Source: an optimization exercise on an open RTL-to-GDS flow (aim: small area, a short achievable clock period and few clock cycles per item). Production flows keep margins and buffers that such runs may drop.
The RTL was checked by simulation tests, not by an equivalence proof against the original design.

== oak ==
==> flow/design.v <==
`timescale 1ns / 1ps
`default_nettype none
function automatic [3:0] g4mul(input [3:0] a, input [3:0] b);
    logic [6:0] p;
    begin
        p = ({7{b[0]}} & {3'b0, a}) ^ ({7{b[1]}} & {2'b0, a, 1'b0})
          ^ ({7{b[2]}} & {1'b0, a, 2'b0}) ^ ({7{b[3]}} & {a, 3'b0});
        g4mul = p[3:0] ^ {p[6:4], 1'b0} ^ {1'b0, p[6:4]};
    end
endfunction
function automatic [3:0] g4sq(input [3:0] x);
    g4sq = {x[3], x[1] ^ x[3], x[2], x[0] ^ x[2]};
endfunction
function automatic [3:0] g4sql(input [3:0] x);
    g4sql = {x[0] ^ x[1] ^ x[2], x[1] ^ x[2], x[0] ^ x[1], x[2] ^ x[3]};
endfunction
function automatic [3:0] g4inv(input [3:0] x);
    case (x)
        4'd0: g4inv = 4'd0;
        4'd1: g4inv = 4'd1;
        4'd2: g4inv = 4'd9;
        4'd3: g4inv = 4'd14;
        4'd4: g4inv = 4'd13;
        4'd5: g4inv = 4'd11;
        4'd6: g4inv = 4'd7;
        4'd7: g4inv = 4'd6;
        4'd8: g4inv = 4'd15;
        4'd9: g4inv = 4'd2;
        4'd10: g4inv = 4'd12;
        4'd11: g4inv = 4'd5;
        4'd12: g4inv = 4'd10;
        4'd13: g4inv = 4'd4;
        4'd14: g4inv = 4'd3;
        4'd15: g4inv = 4'd8;
        default: g4inv = 4'd0;
    endcase
endfunction
function automatic [7:0] cinv(input [7:0] a);
    logic [3:0] d, di;
    begin
        d = g4sql(a[7:4]) ^ g4mul(a[7:4], a[3:0]) ^ g4sq(a[3:0]);
        di = g4inv(d);
        cinv = {g4mul(a[7:4], di), g4mul(a[7:4] ^ a[3:0], di)};
    end
endfunction
function automatic [7:0] fwd_in(input [7:0] x);
    fwd_in = {
        x[5] ^ x[7],
        x[1] ^ x[4] ^ x[5] ^ x[6],
        x[2] ^ x[3] ^ x[5] ^ x[7],
        x[2] ^ x[3] ^ x[4] ^ x[6] ^ x[7],
        x[1] ^ x[3] ^ x[6] ^ x[7],
        x[1] ^ x[6] ^ x[7],
        x[2] ^ x[3] ^ x[5],
        x[0] ^ x[5]};
endfunction
function automatic [7:0] fwd_out(input [7:0] a);
    fwd_out = {
        a[1] ^ a[2] ^ a[3] ^ a[4],
        ~(a[4] ^ a[7]),
        ~(a[1] ^ a[2] ^ a[4] ^ a[5] ^ a[7]),
        a[0] ^ a[1] ^ a[2] ^ a[4] ^ a[5] ^ a[7],
        a[0] ^ a[4] ^ a[6],
        a[0] ^ a[1] ^ a[3],
        ~(a[0] ^ a[2]),
        ~(a[0] ^ a[4] ^ a[5] ^ a[7])};
endfunction
function automatic [7:0] inv_in(input [7:0] x);
    inv_in = {
        x[1] ^ x[2] ^ x[6] ^ x[7],
        x[1] ^ x[2] ^ x[3] ^ x[4] ^ x[5] ^ x[7],
        ~(x[0] ^ x[4] ^ x[5] ^ x[6]),
        ~(x[1] ^ x[2] ^ x[7]),
        x[0] ^ x[1] ^ x[2] ^ x[4],
        x[1] ^ x[4] ^ x[5],
        ~(x[0] ^ x[1] ^ x[5]),
        ~(x[4] ^ x[5])};
endfunction
function automatic [7:0] inv_out(input [7:0] a);
    inv_out = {
        a[1] ^ a[5],
        a[1] ^ a[2] ^ a[4] ^ a[6],
        a[1] ^ a[5] ^ a[7],
        a[2] ^ a[6] ^ a[7],
        a[2] ^ a[3],
        a[2] ^ a[3] ^ a[5] ^ a[7],
        a[4] ^ a[5] ^ a[6],
        a[0] ^ a[1] ^ a[5] ^ a[7]};
endfunction
function automatic [7:0] sbox(input [7:0] x);
    sbox = fwd_out(cinv(fwd_in(x)));
endfunction
function automatic [7:0] inv_sbox(input [7:0] x);
    inv_sbox = inv_out(cinv(inv_in(x)));
endfunction
function automatic [7:0] xtime(input [7:0] a);
    xtime = {a[6:0], 1'b0} ^ (8'h1b & {8{a[7]}});
endfunction
function automatic [31:0] inv_mix_col(input [7:0] a0, input [7:0] a1, input [7:0] a2, input [7:0] a3);
    logic [7:0] u, v, b0, b1, b2, b3, t;
    begin
        u = xtime(xtime(a0 ^ a2));
        v = xtime(xtime(a1 ^ a3));
        b0 = a0 ^ u;
        b1 = a1 ^ v;
        b2 = a2 ^ u;
        b3 = a3 ^ v;
        t = b0 ^ b1 ^ b2 ^ b3;
        inv_mix_col = {b0 ^ t ^ xtime(b0 ^ b1),
                       b1 ^ t ^ xtime(b1 ^ b2),
                       b2 ^ t ^ xtime(b2 ^ b3),
                       b3 ^ t ^ xtime(b3 ^ b0)};
    end
endfunction
function automatic [7:0] rcon(input [3:0] i);
    case (i)
        4'd1: rcon = 8'h01;
        4'd2: rcon = 8'h02;
        4'd3: rcon = 8'h04;
        4'd4: rcon = 8'h08;
        4'd5: rcon = 8'h10;
        4'd6: rcon = 8'h20;
        4'd7: rcon = 8'h40;
        4'd8: rcon = 8'h80;
        4'd9: rcon = 8'h1b;
        4'd10: rcon = 8'h36;
        default: rcon = 8'h00;
    endcase
endfunction
module decipher(
    input wire clk_in,
    input wire rst_in,
    input wire start,
    input wire [127:0] block_in,
    input wire [127:0] key_in,
    output logic [127:0] deciphered_block,
    output logic decipher_complete
);
    logic [127:0] state;     
    logic [127:0] key;       
    logic [3:0] idx;         
    logic busy;              
    logic back;              
    logic last;              
    logic [127:0] kb;        
    logic [7:0] rc;
    logic [127:0] knext;     
    always_comb begin
        logic [7:0] x, t;
        kb = busy ? key : key_in;
        rc = busy ? rcon(back ? idx : idx + 4'd1) : 8'h01;
        for (int r = 0; r < 4; r++) begin
            x = kb[127 - 8 * (4 * ((r + 1) % 4) + 3) -: 8];
            if (busy & back)
                x = x ^ kb[127 - 8 * (4 * ((r + 1) % 4) + 2) -: 8];
            t = sbox(x) ^ (r == 0 ? rc : 8'h00);
            if (busy & back) begin
                knext[127 - 8 * (4 * r + 3) -: 8] = kb[127 - 8 * (4 * r + 3) -: 8] ^ kb[127 - 8 * (4 * r + 2) -: 8];
                knext[127 - 8 * (4 * r + 2) -: 8] = kb[127 - 8 * (4 * r + 2) -: 8] ^ kb[127 - 8 * (4 * r + 1) -: 8];
                knext[127 - 8 * (4 * r + 1) -: 8] = kb[127 - 8 * (4 * r + 1) -: 8] ^ kb[127 - 8 * (4 * r + 0) -: 8];
                knext[127 - 8 * (4 * r + 0) -: 8] = kb[127 - 8 * (4 * r + 0) -: 8] ^ t;
            end else begin
                knext[127 - 8 * (4 * r + 0) -: 8] = kb[127 - 8 * (4 * r + 0) -: 8] ^ t;
                knext[127 - 8 * (4 * r + 1) -: 8] = kb[127 - 8 * (4 * r + 1) -: 8] ^ kb[127 - 8 * (4 * r + 0) -: 8] ^ t;
                knext[127 - 8 * (4 * r + 2) -: 8] = kb[127 - 8 * (4 * r + 2) -: 8] ^ kb[127 - 8 * (4 * r + 1) -: 8]
                                                  ^ kb[127 - 8 * (4 * r + 0) -: 8] ^ t;
                knext[127 - 8 * (4 * r + 3) -: 8] = kb[127 - 8 * (4 * r + 3) -: 8] ^ kb[127 - 8 * (4 * r + 2) -: 8]
                                                  ^ kb[127 - 8 * (4 * r + 1) -: 8] ^ kb[127 - 8 * (4 * r + 0) -: 8] ^ t;
            end
        end
    end
    logic [127:0] sub;       
    logic [127:0] mixed;
    always_comb begin
        for (int r = 0; r < 4; r++)
            for (int c = 0; c < 4; c++)
                sub[127 - 8 * (4 * r + c) -: 8] = inv_sbox(state[127 - 8 * (4 * r + (c + 4 - r) % 4) -: 8])
                                                 ^ key[127 - 8 * (4 * r + c) -: 8];
        for (int c = 0; c < 4; c++)
            {mixed[127 - 8 * (4 * 0 + c) -: 8], mixed[127 - 8 * (4 * 1 + c) -: 8],
             mixed[127 - 8 * (4 * 2 + c) -: 8], mixed[127 - 8 * (4 * 3 + c) -: 8]} =
                inv_mix_col(sub[127 - 8 * (4 * 0 + c) -: 8], sub[127 - 8 * (4 * 1 + c) -: 8],
                            sub[127 - 8 * (4 * 2 + c) -: 8], sub[127 - 8 * (4 * 3 + c) -: 8]);
    end
    assign deciphered_block = state;
    always_ff @(posedge clk_in) begin
        if (!(busy & ~back & idx == 4'd9))
            key <= knext;
        if (!busy)
            state <= block_in;
        else if (back)
            state <= last ? sub : mixed;
        else if (idx == 4'd9)
            state <= state ^ knext;
        if (rst_in) begin
            busy <= 1'b0;
            decipher_complete <= 1'b0;
        end else begin
            decipher_complete <= 1'b0;
            if (!busy) begin
                if (start) begin
                    busy <= 1'b1;
                    back <= 1'b0;
                    last <= 1'b0;
                    idx <= 4'd1;
                end
            end else if (back) begin
                idx <= idx - 4'd1;
                last <= idx == 4'd1;
                if (last) begin
                    busy <= 1'b0;
                    decipher_complete <= 1'b1;
                end
            end else begin
                if (idx == 4'd9)
                    back <= 1'b1;
                else
                    idx <= idx + 4'd1;
            end
        end
    end
endmodule
`default_nettype wire
clock: 8.0 ns
lec_check: 0
cap_margin: 20
core_margin: 2
core_utilization: 40
slew_margin: 20
run.sh (not shown) runs the stock make flow with config.mk's settings and CLKGATE_MAP_FILE= SYNTH_SCRIPT=/design/flow/synth_recipe.tcl, a recipe that flattens the netlist after the stock synthesis.
Testbench counts of oak, summed over its fixed seeds: cycles 5,376, blocks 256.
#### Input delta (pine over oak)
--- a/flow/design.v
+++ b/flow/design.v
@@ -174,19 +174,18 @@
     always_comb begin
         for (int r = 0; r < 4; r++)
             for (int c = 0; c < 4; c++)
                 sub[127 - 8 * (4 * r + c) -: 8] = inv_sbox(state[127 - 8 * (4 * r + (c + 4 - r) % 4) -: 8])
-                                                 ^ key[127 - 8 * (4 * r + c) -: 8];
+                                                 ^ knext[127 - 8 * (4 * r + c) -: 8];
         for (int c = 0; c < 4; c++)
             {mixed[127 - 8 * (4 * 0 + c) -: 8], mixed[127 - 8 * (4 * 1 + c) -: 8],
              mixed[127 - 8 * (4 * 2 + c) -: 8], mixed[127 - 8 * (4 * 3 + c) -: 8]} =
                 inv_mix_col(sub[127 - 8 * (4 * 0 + c) -: 8], sub[127 - 8 * (4 * 1 + c) -: 8],
                             sub[127 - 8 * (4 * 2 + c) -: 8], sub[127 - 8 * (4 * 3 + c) -: 8]);
     end
     assign deciphered_block = state;
     always_ff @(posedge clk_in) begin
-        if (!(busy & ~back & idx == 4'd9))
-            key <= knext;
+        key <= knext;
         if (!busy)
             state <= block_in;
         else if (back)
             state <= last ? sub : mixed;
@@ -205,18 +204,17 @@
                     idx <= 4'd1;
                 end
             end else if (back) begin
                 idx <= idx - 4'd1;
-                last <= idx == 4'd1;
+                last <= idx == 4'd2;
                 if (last) begin
                     busy <= 1'b0;
                     decipher_complete <= 1'b1;
                 end
             end else begin
+                idx <= idx + 4'd1;
                 if (idx == 4'd9)
                     back <= 1'b1;
-                else
-                    idx <= idx + 4'd1;
             end
         end
     end
 endmodule
Findings:
pine had finished all stages when the layout checks came back failing, citing setup timing. [pine] required time at the worst-slack endpoint rose 0.09 ns relative to oak. Overall die width: pine vs oak down 4.3%. Final worst setup slack: pine < oak. Per the comparison of pine with oak, cell area after layout has increased, cell depth of the worst setup path went up about 37%. Delta (pine minus oak): count of non-filler cells in the finished layout now sits higher, utilization now sits higher.
Testbench counts of pine, summed over its fixed seeds: cycles 5,376, blocks 256.

[port drivers added, routing unchanged]
How much do the figures lean on ideal ports? The routed layouts below were timed once more, with nothing changed but the port constraints. Step 1 sets driving cells, clkbuf_16 on the clock port and buf_2 on the other inputs (assumed; they add their load-dependent delay and slew). Step 2 times the ports against the registers' clock, not the clock port: input delays grow and output delays shrink by t, the midpoint of the rising clock arrivals with the driver on. Three values: no drivers, after step 1, after step 2; two values: the first two.
run	t, ns	slack for setup (ns)	worst register clock-pin slew, ns	pins driven straight from the clock port
oak	0.696	0.226 / 0.243 / -0.430	0.08 / 0.08	1
pine	0.679	-0.814 / -0.786 / -1.465	0.07 / 0.07	1
Met with ideal ports but missed after step 2: setup timing in oak. For oak, which loses most, drivers alone change the setup slack by +0.017 ns; drivers and shift together by -0.656 ns.
